This design comes from an exercise in tuning for small area and a short achievable clock period on the open sky130 flow, not from production work.
No functional check of the RTL was part of any run shown here.
No activity file was given, so power comes from the tool's default toggle rates.

## flow/design.v (module list and top-level ports; edited modules follow where they fit)
// module user_logic: 829 lines
module user_logic
(
  Bus2IP_Clk,
  Bus2IP_Reset,
  Bus2IP_Data,
  Bus2IP_BE,
  Bus2IP_RdCE,
  Bus2IP_WrCE,
  IP2Bus_Data,
  IP2Bus_RdAck,
  IP2Bus_WrAck,
  IP2Bus_Error
);
  // ...
==> flow/run.sh <==
#!/bin/bash
# synth_recipe.tcl (not shown) runs the flow's synth.tcl, then flattens the netlist and writes it again
# the make line also repeats each setting of config.mk as NAME=value (left out here)
make -C /OpenROAD-flow-scripts/flow DESIGN_CONFIG=/design/flow/config.mk WORK_HOME=/design/flow/orfs CLKGATE_MAP_FILE= SYNTH_SCRIPT=/design/flow/synth_recipe.tcl finish
==> flow/config.mk <==
export PLATFORM = sky130hd
export DESIGN_NAME = user_logic
export DESIGN_NICKNAME = user_logic
export VERILOG_FILES = /design/flow/design.v
export SDC_FILE = /design/flow/constraint.sdc
export NUM_CORES = 4
export LEC_CHECK = 0
export ABC_AREA = 1
export CAP_MARGIN = 20
export CORE_MARGIN = 2
export CORE_UTILIZATION = 40
export SLEW_MARGIN = 20
==> flow/constraint.sdc <==
create_clock -name core_clock -period 8.5 [get_ports {Bus2IP_Clk}]
set_input_delay 1.7000 -clock core_clock [delete_from_list [all_inputs] [get_ports {Bus2IP_Clk}]]
set_output_delay 1.7000 -clock core_clock [all_outputs]
set_load 0.01 [all_outputs]
==> metrics.md, run 1 <==
| Metric | Value |
|---|---|
| Endpoints failing hold | 0 |
| Critical path's top delay family | adder cells |
| Inverter count | 378 |
| 1st-iter DRT viols | 1606 |
| Slew margin rel. | 26.3% |
| DRC | 0 |
| Finished Cell Area | 17700 um^2 |
| Synth area leaders | fa_1, dfxtp_1, xor2_1 |
| Post-synth EDFFs | 0 |
| XOR/XNOR share of the synthesized area | 15.1% |
| RSZ-0062 raised after global routing | no |
| Setup Skew | 0.0160 ns |
| Antenna cells | 0 |
| Final setup margin | 0.977 ns |
| Non-clock buffers | 105 |
| Initial DRT Pass Iterations | 6 |
| R2R Path Start | slv_reg1[22] |
| CTS hold repair buffers | 0 |
| Final period utilization | 88.5% |
| DPL Wire Length | 45.0 mm |
| Fraction of area in multi-input gates | 64.9% |
| Top sig layer | met5 |
| Bufs and invs on worst path | 4 |
| Status | timing/DRC/antenna clean |
| Setup bufs post-CTS | 0 |
| Compound-Gate Fraction of Synth Area | 17.1% |
| Final wirelength | 59.5 mm |
| HP Start | tp[16] |
| Clock-cell share | 3.20% |
| Initial Utilization | 40.5% |
| Maximum VDD drop | 156 uV |
| PwrDens | 155 nW/um^2 |
| Share of power burned in registers | 27.2% |
==> inputs of run 2 (changes only) <==
--- a/flow/design.v
+++ b/flow/design.v
@@ -798,20 +798,22 @@
   wire c416 = (c384 & s409) | (c384 & s411) | (s409 & s411);
   wire s417 = c386 ^ s413 ^ c388;
   wire c418 = (c386 & s413) | (c386 & c388) | (s413 & c388);
   wire s419 = s415 ^ c390 ^ s417;
   wire c420 = (s415 & c390) | (s415 & s417) | (c390 & s417);
   wire x31 = pp0_31 ^ pp1_29 ^ pp2_27 ^ pp3_25 ^ pp4_23 ^ pp5_21 ^ pp6_19 ^ pp7_17 ^ pp8_15 ^ pp9_13 ^ pp10_11 ^ pp11_9 ^ pp12_7 ^ pp13_5 ^ pp14_3 ^ pp15_1 ^ c394 ^ c396 ^ c398 ^ c400 ^ c402 ^ c404 ^ c406 ^ c408 ^ c410 ^ c412 ^ c414 ^ c416 ^ c418 ^ c420;
   wire [31:0] rx = {x31, c392, s391, c338, s337, c288, s287, c242, s241, c200, s199, c162, s161, c128, s127, c98, s97, c72, s71, c50, s49, c32, s31, c18, s17, c8, s7, c2, s1, pp0_2, nc0, pp0_0};
   wire [31:0] ry = {1'b0, s419, 1'b0, s363, 1'b0, s311, 1'b0, s263, 1'b0, s219, 1'b0, s179, 1'b0, s143, 1'b0, s111, 1'b0, s83, 1'b0, s59, 1'b0, s39, 1'b0, s23, 1'b0, s11, 1'b0, s3, 1'b0, pp1_0, pp0_1, 1'b0};
-  reg  [31:0] tp;
-  wire [31:0] psum = tp;
-  always @(posedge Bus2IP_Clk)
-    tp <= rx + ry;
+  reg  [31:0] tx, ty;
+  wire [31:0] psum = tx + ty;
+  always @(posedge Bus2IP_Clk) begin
+    tx <= rx;
+    ty <= ry;
+  end
   wire [31:0] pnext = (Bus2IP_Reset | rst_d) ? 32'd0 : psum;
   always @(posedge Bus2IP_Clk) begin
     rst_d <= Bus2IP_Reset;
     for (k = 0; k < 32; k = k + 1)
       slv_reg2[k] <= pnext[31-k];
   end
   reg [0:31] rdata;
   always @(*) begin
==> metrics.md, run 2 <==
| Metric | Value |
|---|---|
| Status | timing/DRC/antenna clean |
| Cell taking the most area after synthesis | fa_1 |
| Clock transition at path regs | 0.07 ns |
| Endpoints failing hold | 0 (unchanged) |
| Synthesis-to-layout area growth | 9.56% |
| Cts bufs inserted | 17 |
| Gr usage total | 28.1% |
| H-tree levels | 4 |
| Slew margin rel. | 26.1% (-0.26 points) |
| Seq/Total Area, Yosys | 17.6% |
| Commonest non-fill, non-tap cell in the layout | inv_1 |
| Final period utilization | 75.6% (-13 points) |
| Initial DRT Pass Iterations | 8 (+2) |
| Core region area | 40700 um^2 |
| WP data required | 8.85 ns |
| Pin count of the biggest net entering global routing | 67 |
| Detail Route Antenna Nets | 0 |
| Slowest CP cell | dfxtp_1 |
| PwrDens | 147 nW/um^2 (-4.9%) |
| Synth Warn # | 1 |
| Via count | 14700 |
| R2R Setup Slk | 2.08 ns |
| RD Place Congestion | 0.930 |
| Met3 wire len | 5.50 mm |
| CP most frequent cell | nand2_1 |
| Clk sinks | 145 |
| Ys async rst share | 0% |
| Vias in the first global route | 14400 |
| Top sig layer | met5 |
| Finished Cell Area | 18000 um^2 (+2.0%) |
| Maxcap violations | 0 |
| Commonest cells in the netlist | inv_1, nand2_1, xor2_1 |
| Global route overflow | 0 |
| Slew Viols, Final | 0 |
| WS Path Type | reg2reg |
| Worst Setup Start Kind | flip-flop |
| Vias per cell | 5.68 |
| Final setup margin | 2.08 ns (+1.10 ns) |
| Num rows | 74 |
| Synth Area per Inst | 7.95 um^2 |
| CTS tree | yes |
| Worst reg-to-reg path cell count | 24 |
| Metal2 WL | 26.4 mm |
| HP Start | tx[0] |
| DRC | 0 (unchanged) |
| Chip Width | 207 um |
| Initial Utilization | 40.4% (-0.067 points) |
| CTS hold repair buffers | 0 (unchanged) |
| First-pass GRT wire length | 88.2 mm |
| Worst slew pin tran | 1.11 ns |
| DPL Wire Length | 45.5 mm (+1.1%) |
| R2R Path End | tx[31] |
| Pleak | 7.39 nW |
| R2R Path Start | slv_reg1[26] |
| Layout cell share with drive strength beyond 1 | 5.05% |
| Final Core Density | 44.3% |
| Final setup TNS | 0 ns |
| #FFs+latches synth | 145 |
| 1st-iter DRT viols | 1516 (-5.6%) |
| Initial antenna violation count | 3 |
| Synthesized net count | 2341 |
| RSZ-0062 raised after global routing | no |
| Hold Path Cell Cnt | 2 |
| Worst hold margin | 0.417 ns |
| Fmax | 156 MHz |
| Die Area | 42800 um^2 |
| Crit-path cells | inv_2, nand2_1, nand2_1, o22ai_1, xor2_1, fa_1, fa_1, inv_1, fa_1, fa_1, fa_1, fa_1, xor2_1, nand3b_1, nand2_1, inv_1, nand2_1, nand2_1, inv_1, nand2_1, nand2_1, inv_1, nand2_1, nand2_1 |
| Post-cts sizing count | 0 |
| Synth area leaders | fa_1, dfxtp_1, xor2_1 |
| Clk latency of the worst-skew pair | 0.46 ns |
| Maximum VDD drop | 111 uV (-29%) |
| Post-synth EDFFs | 0 (unchanged) |
| Worst slack, placed | 2.17 ns |
| Antenna cells | 0 (unchanged) |
| Synth Instances | 2070 |
| Most frequent cells in the layout | inv_1, nand2_1, xor2_1, o22ai_1, fa_1 |
| Routed wire per std cell | 22.8 um |
| Final setup viols | 0 |
| Worst hold endpoint | slv_reg2[31] |
| Root Driver | clkbuf_16 |
| Critical Path Max Stage Delay | 0.78 ns |
| CP arrival | 6.77 ns |
| Final Critical Period | 6.42 ns |
| Most numerous cell in the Yosys netlist | inv_1 |
| Top Ports | 79 |
| Setup bufs post-CTS | 0 (unchanged) |
| Library cells used by synthesis | 50 |
| Met1 wire length | 24.9 mm |
| Clock buffer depth | 2 |
| Setup Skew | 0.0108 ns (-0.00522 ns) |
| Area after DPL | 17400 um^2 |
| Worst min-delay path category | reg2reg |
| Setup crit end kind | flip-flop |
| Die height | 207 um |
| Share of the synthesized area in the top cell type | 25.7% |
| Nets | 2317 |
| Max FO, Critical Path | 26 |
| Post-Syn Area | 16500 um^2 |
| Ys flop type | dfxtp_1 |
| Port Buffer Count | 77 |
| Final wirelength | 59.2 mm (-0.55%) |
## run 2: layout make-up
type	count	area, um^2
fill	4133	22700
multi-input combinational	1446	11600
sequential	145	2900
inverter	334	1260
timing repair buffer	102	953
tap	532	666
clock buffer	19	453
clock inverter	13	140
## run 2: cells by family (layout without fill, tap and decap cells)
group | after synthesis | count (layout) | synth area share, %
simple gates | 519 | 519 | 13.1
buf+inv | 479 | 468 | 11.6
compound gates | 446 | 446 | 17.2
xor+xnor | 253 | 253 | 13.5
fa+ha+maj | 227 | 227 | 26.9
flops | 145 | 145 | 17.6
other cells | 1 | 1 | 0.0228
## run 2: metrics by stage
stage               instances  total power [mW]
floorplan                2070              1.49
global placement         2559              1.85
detailed placement       2559              1.86
CTS                      2591              2.64
global route             2591              2.80
finish                   2591              2.65
## run 2: worst max path at each step
stage	slack, ns	end	cells past startpoint	from
detailed placement	2.17	tx[31]	24	slv_reg1[26]
finish	2.08	tx[31]	24	slv_reg1[26]
CTS	2.13	tx[31]	24	slv_reg1[26]
floorplan	3.52	tx[31]	28	slv_reg1[26]
global route	1.77	tx[31]	24	slv_reg1[26]
global placement	2.22	tx[31]	24	slv_reg1[26]
## run 2: layer usage
metal,GRT usage (%),vias up
li1,-,6648
met1,38.0,7178
met2,43.9,742
met3,6.41,138
met4,10.4,6
met5,0,-
## run 2: where the power goes
part	switching (mW)	internal, mW
registers	0.0913	0.789
logic	0.635	0.351
clock network	0.356	0.430
total	1.08	1.57
## run 2: worst max-delay path: cells and delay by family, from the launching register on
family                   cells  cell delay (ns)
XOR/XNOR                     2             0.39
AO/OA/AOI/OAI                1             0.43
buffers and inverters        5             0.64
flip-flops                   1             0.78
AND/OR/NAND/NOR             10             1.35
adder cells (fa/ha/maj)      6             2.71

re-timing with driven ports:
The flow's constraints put no driver on any port. The routed layouts listed below were extracted and timed again, unchanged, in two steps. Step 1 sets driving cells, clkbuf_16 on the clock port and buf_2 on the other inputs (assumed; they add their load-dependent delay and slew). Step 2 moves the port delays by t, midway between the first and last clock arrival at a register: inputs arrive t later, outputs are due t later. That takes back most of the time a late clock gives input paths. a / b / c = no drivers / after step 1 / after step 2; a / b = the first two.
run | shift t [ns] | slack for setup (ns) | hold slack, ns | worst data-port slew with drivers (ns) | cell pins on the clock port's net
run 1 | 0.508 | 0.977 / 0.977 / 0.977 | 0.406 / 0.406 / 0.406 | 0.04 | 1
run 2 | 0.509 | 2.077 / 2.077 / 2.077 | 0.417 / 0.417 / 0.417 | 0.05 | 1
After both steps every run listed still meets setup and hold.
